What follows belongs to an exercise in optimizing a design on an open flow for small area, a short achievable clock period and few clock cycles per item; a production flow would make more cautious choices. The RTL was checked by simulation tests, not by an equivalence proof against the original design.

==> flow/design.v <==
module JAM(
	input wire CLK,
	input wire RST,
	input wire [6:0] Cost,
	output reg [2:0] W,
	output reg [2:0] J,
	output reg [3:0] MatchCount,
	output reg [9:0] MinCost,
	output reg  Valid
);
	localparam [2:0] ST_P1 = 3'd0, ST_P2 = 3'd1, ST_X = 3'd2,
	                 ST_SRCH = 3'd3, ST_POP = 3'd4, ST_DONE = 3'd5;
	reg [2:0] st;
	reg [5:0] cnt;
	reg [6:0] v [0:7];      
	reg [2:0] sid [0:7];
	reg [6:0] su  [0:7];
	reg [2:0] ss  [0:7];
	reg [2:0] sj  [0:7];
	reg [4:0] sk  [0:7];    
	reg [6:0] mn, m2;
	reg [2:0] am;
	reg [2:0] d;
	reg [2:0] j;
	reg [7:0] mask;
	reg [9:0] S;
	integer k;
	wire p1  = (st == ST_P1);
	wire p2  = (st == ST_P2);
	wire sx  = (st == ST_X);
	wire srch = (st == ST_SRCH);
	wire pop = (st == ST_POP);
	wire [2:0] col = pop ? sj[7] : j;
	always @(*) begin
		case (st)
			ST_P1:   begin W = cnt[2:0]; J = cnt[5:3]; end
			ST_P2:   begin W = cnt[5:3]; J = cnt[2:0]; end
			ST_POP:  begin W = sid[7];   J = col;      end
			default: begin W = sid[0];   J = col;      end
		endcase
	end
	always @(*) Valid = (st == ST_DONE);
	wire [6:0] vc  = v[p2 ? cnt[2:0] : col];
	wire [6:0] vp  = p2 ? vc : 7'd0;
	wire [6:0] x   = Cost - vp;
	wire [7:0] mnv = mn + vp;
	wire [7:0] m2v = m2 + vp;
	wire       first = (cnt[2:0] == 3'd0);
	wire       lt1 = {1'b0, Cost} < mnv;
	wire       lt2 = {1'b0, Cost} < m2v;
	wire [6:0] gap  = m2 - mn;
	wire [4:0] kn   = (gap > 7'd31) ? 5'd31 : gap[4:0];
	wire [2:0] rn   = sx ? 3'd7 : (cnt[5:3] - 3'd1);
	wire       ins  = sx || (p2 && first && cnt[5:3] != 3'd0);
	wire       addm = sx || (p2 && first) || (p1 && first && cnt != 6'd0);
	reg [7:0] ge;
	reg [7:0] put;    
	reg [7:0] shr;    
	always @(*) begin
		for (k = 0; k < 8; k = k + 1)
			ge[k] = (k < rn) && (sk[k] >= kn);
		for (k = 0; k < 8; k = k + 1) begin
			put[k] = !ge[k] && (k == 0 || ge[k-1]);
			shr[k] = !ge[k] && !put[k];
		end
	end
	function [3:0] nextcol;
		input [7:0] m;
		input [2:0] s0;
		input [2:0] c0;
		input       from0;
		reg [7:0] rm;
		reg [2:0] off;
		reg [2:0] q;
		reg       f;
		integer n;
		begin
			rm = (m >> s0) | (m << (4'd8 - s0));
			off = c0 - s0;
			f = 1'b0;
			q = 3'd0;
			for (n = 7; n >= 0; n = n - 1)
				if (!rm[n] && (from0 || n > off)) begin
					f = 1'b1;
					q = n;
				end
			nextcol = {f, q + s0};
		end
	endfunction
	wire [7:0] onej   = 8'd1 << col;
	wire [7:0] mask_l = pop ? (mask & ~onej) : mask;     
	wire [3:0] nx     = nextcol(mask_l, pop ? ss[7] : ss[0], col, 1'b0);
	wire [3:0] fc     = nextcol(mask | onej, ss[1], 3'd0, 1'b1);
	wire [7:0]  uvx = (pop ? su[7] : su[0]) + vc;
	wire [10:0] thr = {1'b0, MinCost} - {1'b0, S} + {3'b000, uvx};
	wire [9:0]  F   = pop ? (S + {2'b00, uvx}) : (S - {2'b00, uvx});
	wire [9:0]  nw  = pop ? (F - {3'b000, Cost}) : (F + {3'b000, Cost});
	wire gt   = {4'b0000, Cost} > thr;
	wire eq   = {4'b0000, Cost} == thr;
	wire leaf = (d == 3'd7);
	wire down = srch && !gt && !leaf;
	wire back = pop && (d != 3'd0);
	always @(posedge CLK or posedge RST) begin
		if (RST) begin
			st <= ST_P1;
			cnt <= 6'd0;
			d <= 3'd0;
			mask <= 8'd0;
			MinCost <= 10'h3ff;
			MatchCount <= 4'd0;
		end else begin
			case (st)
				ST_P1: begin
					cnt <= cnt + 6'd1;
					if (cnt == 6'd63) st <= ST_P2;
				end
				ST_P2: begin
					cnt <= cnt + 6'd1;
					if (cnt == 6'd63) st <= ST_X;
				end
				ST_X: begin
					st <= ST_SRCH;
				end
				ST_SRCH: begin
					if (down) begin
						mask <= mask | onej;
						d <= d + 3'd1;
					end else begin
						if (!nx[3]) st <= ST_POP;
						if (!gt) begin
							if (eq) MatchCount <= MatchCount + 4'd1;
							else begin
								MinCost <= nw;
								MatchCount <= 4'd1;
							end
						end
					end
				end
				ST_POP: begin
					if (d == 3'd0) st <= ST_DONE;
					else begin
						d <= d - 3'd1;
						mask <= mask_l;
						if (nx[3]) st <= ST_SRCH;
					end
				end
				default: ;
			endcase
		end
	end
	always @(posedge CLK) begin
		if (p1 || p2) begin
			if (first) begin
				mn <= x; m2 <= 7'h7f; am <= 3'd0;
			end else if (lt1) begin
				mn <= x; m2 <= mn; am <= cnt[2:0];
			end else if (lt2) begin
				m2 <= x;
			end
		end
		if (p1 && cnt[2:0] == 3'd7)
			v[cnt[5:3]] <= lt1 ? x : mn;
		if (p1 && cnt == 6'd0)
			S <= 10'd0;
		else if (addm)
			S <= S + {3'b000, mn};
		else if (down || back)
			S <= nw;
		for (k = 0; k < 8; k = k + 1) begin
			if (ins) begin
				if (put[k]) begin
					sid[k] <= rn; su[k] <= mn; ss[k] <= am; sk[k] <= kn;
				end else if (shr[k]) begin
					sid[k] <= sid[(k+7)%8]; su[k] <= su[(k+7)%8];
					ss[k] <= ss[(k+7)%8];   sk[k] <= sk[(k+7)%8];
				end
			end else if (down) begin
				sid[k] <= sid[(k+1)%8]; su[k] <= su[(k+1)%8];
				ss[k] <= ss[(k+1)%8];
				sj[k] <= (k == 7) ? j : sj[(k+1)%8];
			end else if (back) begin
				sid[k] <= sid[(k+7)%8]; su[k] <= su[(k+7)%8];
				ss[k] <= ss[(k+7)%8];   sj[k] <= sj[(k+7)%8];
			end
		end
		if (sx)
			j <= put[0] ? am : ss[0];
		else if (down)
			j <= fc[2:0];
		else if ((srch && nx[3]) || back)
			j <= nx[2:0];
	end
endmodule
export LEC_CHECK = 0
export CAP_MARGIN = 20
export CORE_MARGIN = 2
export CORE_UTILIZATION = 40
export SLEW_MARGIN = 20
create_clock -name core_clock -period 20.0 [get_ports {CLK}]
run.sh (not shown) runs the stock make flow with config.mk's settings and CLKGATE_MAP_FILE= SYNTH_SCRIPT=/design/flow/synth_recipe.tcl, a recipe that flattens the netlist after the stock synthesis.
Testbench counts at the start, summed over its fixed seeds: cycles 5,747, items 24.
==> next run, changes <==
--- a/flow/design.v
+++ b/flow/design.v
@@ -20,13 +20,13 @@
 	reg [4:0] sk  [0:7];    
 	reg [6:0] mn, m2;
 	reg [2:0] am;
 	reg [2:0] d;
 	reg [2:0] j;
 	reg [7:0] mask;
-	reg [9:0] S;
+	reg [9:0] D;        
 	integer k;
 	wire p1  = (st == ST_P1);
 	wire p2  = (st == ST_P2);
 	wire sx  = (st == ST_X);
 	wire srch = (st == ST_SRCH);
 	wire pop = (st == ST_POP);
@@ -89,27 +89,26 @@
 	endfunction
 	wire [7:0] onej   = 8'd1 << col;
 	wire [7:0] mask_l = pop ? (mask & ~onej) : mask;     
 	wire [3:0] nx     = nextcol(mask_l, pop ? ss[7] : ss[0], col, 1'b0);
 	wire [3:0] fc     = nextcol(mask | onej, ss[1], 3'd0, 1'b1);
 	wire [7:0]  uvx = (pop ? su[7] : su[0]) + vc;
-	wire [10:0] thr = {1'b0, MinCost} - {1'b0, S} + {3'b000, uvx};
-	wire [9:0]  F   = pop ? (S + {2'b00, uvx}) : (S - {2'b00, uvx});
-	wire [9:0]  nw  = pop ? (F - {3'b000, Cost}) : (F + {3'b000, Cost});
+	wire [10:0] thr = {1'b0, D} + {3'b000, uvx};
+	wire [9:0]  DmU = D - {2'b00, uvx};
 	wire gt   = {4'b0000, Cost} > thr;
 	wire eq   = {4'b0000, Cost} == thr;
 	wire leaf = (d == 3'd7);
 	wire down = srch && !gt && !leaf;
 	wire back = pop && (d != 3'd0);
 	always @(posedge CLK or posedge RST) begin
 		if (RST) begin
 			st <= ST_P1;
 			cnt <= 6'd0;
 			d <= 3'd0;
 			mask <= 8'd0;
-			MinCost <= 10'h3ff;
+			D <= 10'h3ff;
 			MatchCount <= 4'd0;
 		end else begin
 			case (st)
 				ST_P1: begin
 					cnt <= cnt + 6'd1;
 					if (cnt == 6'd63) st <= ST_P2;
@@ -120,28 +119,30 @@
 				end
 				ST_X: begin
 					st <= ST_SRCH;
 				end
 				ST_SRCH: begin
 					if (down) begin
+						D <= thr[9:0] - {3'b000, Cost};
 						mask <= mask | onej;
 						d <= d + 3'd1;
 					end else begin
 						if (!nx[3]) st <= ST_POP;
 						if (!gt) begin
 							if (eq) MatchCount <= MatchCount + 4'd1;
 							else begin
-								MinCost <= nw;
+								D <= {3'b000, Cost} - {2'b00, uvx};
 								MatchCount <= 4'd1;
 							end
 						end
 					end
 				end
 				ST_POP: begin
 					if (d == 3'd0) st <= ST_DONE;
 					else begin
+						D <= DmU + {3'b000, Cost};
 						d <= d - 3'd1;
 						mask <= mask_l;
 						if (nx[3]) st <= ST_SRCH;
 					end
 				end
 				default: ;
@@ -158,17 +159,17 @@
 				m2 <= x;
 			end
 		end
 		if (p1 && cnt[2:0] == 3'd7)
 			v[cnt[5:3]] <= lt1 ? x : mn;
 		if (p1 && cnt == 6'd0)
-			S <= 10'd0;
+			MinCost <= 10'd0;
 		else if (addm)
-			S <= S + {3'b000, mn};
-		else if (down || back)
-			S <= nw;
+			MinCost <= MinCost + {3'b000, mn};
+		else if (pop && d == 3'd0)
+			MinCost <= MinCost + D;
 		for (k = 0; k < 8; k = k + 1) begin
 			if (ins) begin
 				if (put[k]) begin
 					sid[k] <= rn; su[k] <= mn; ss[k] <= am; sk[k] <= kn;
 				end else if (shr[k]) begin
 					sid[k] <= sid[(k+7)%8]; su[k] <= su[(k+7)%8];
Die area stays flat; area after synthesis barely changes; routed wire length went down slightly; design area increases slightly; setup slack is better by 0.94 ns; count of clock-buffer cells in the layout decreases by 6.
Testbench counts after the change, summed over its fixed seeds: cycles 5,747, items 24.

## static timing again, ports no longer ideal
The results above use ideal ports. As a check the final layouts listed here were re-extracted and re-timed, cells and wires unchanged. Step 1 assumes that a clkbuf_16 drives the clock port and a buf_2 every other input. Step 2 also shifts input and output timing later by t, the mid clock arrival at the registers, as if the neighbouring blocks saw the same clock. Three values: ideal, step 1, step 2; two values: the first two.
| run | t, ns | slack for setup (ns) | latest minus earliest clock arrival (ns) |
|---|---|---|---|
| the first run | 0.610 | 10.513 / 10.513 / 10.513 | 0.036 / 0.036 |
| the second run | 0.609 | 11.451 / 11.451 / 11.412 | 0.037 / 0.037 |
After both steps setup and hold are still met in every run listed. For the second run, which loses most, drivers alone change the setup slack by 0.000 ns; drivers and shift together by -0.039 ns.
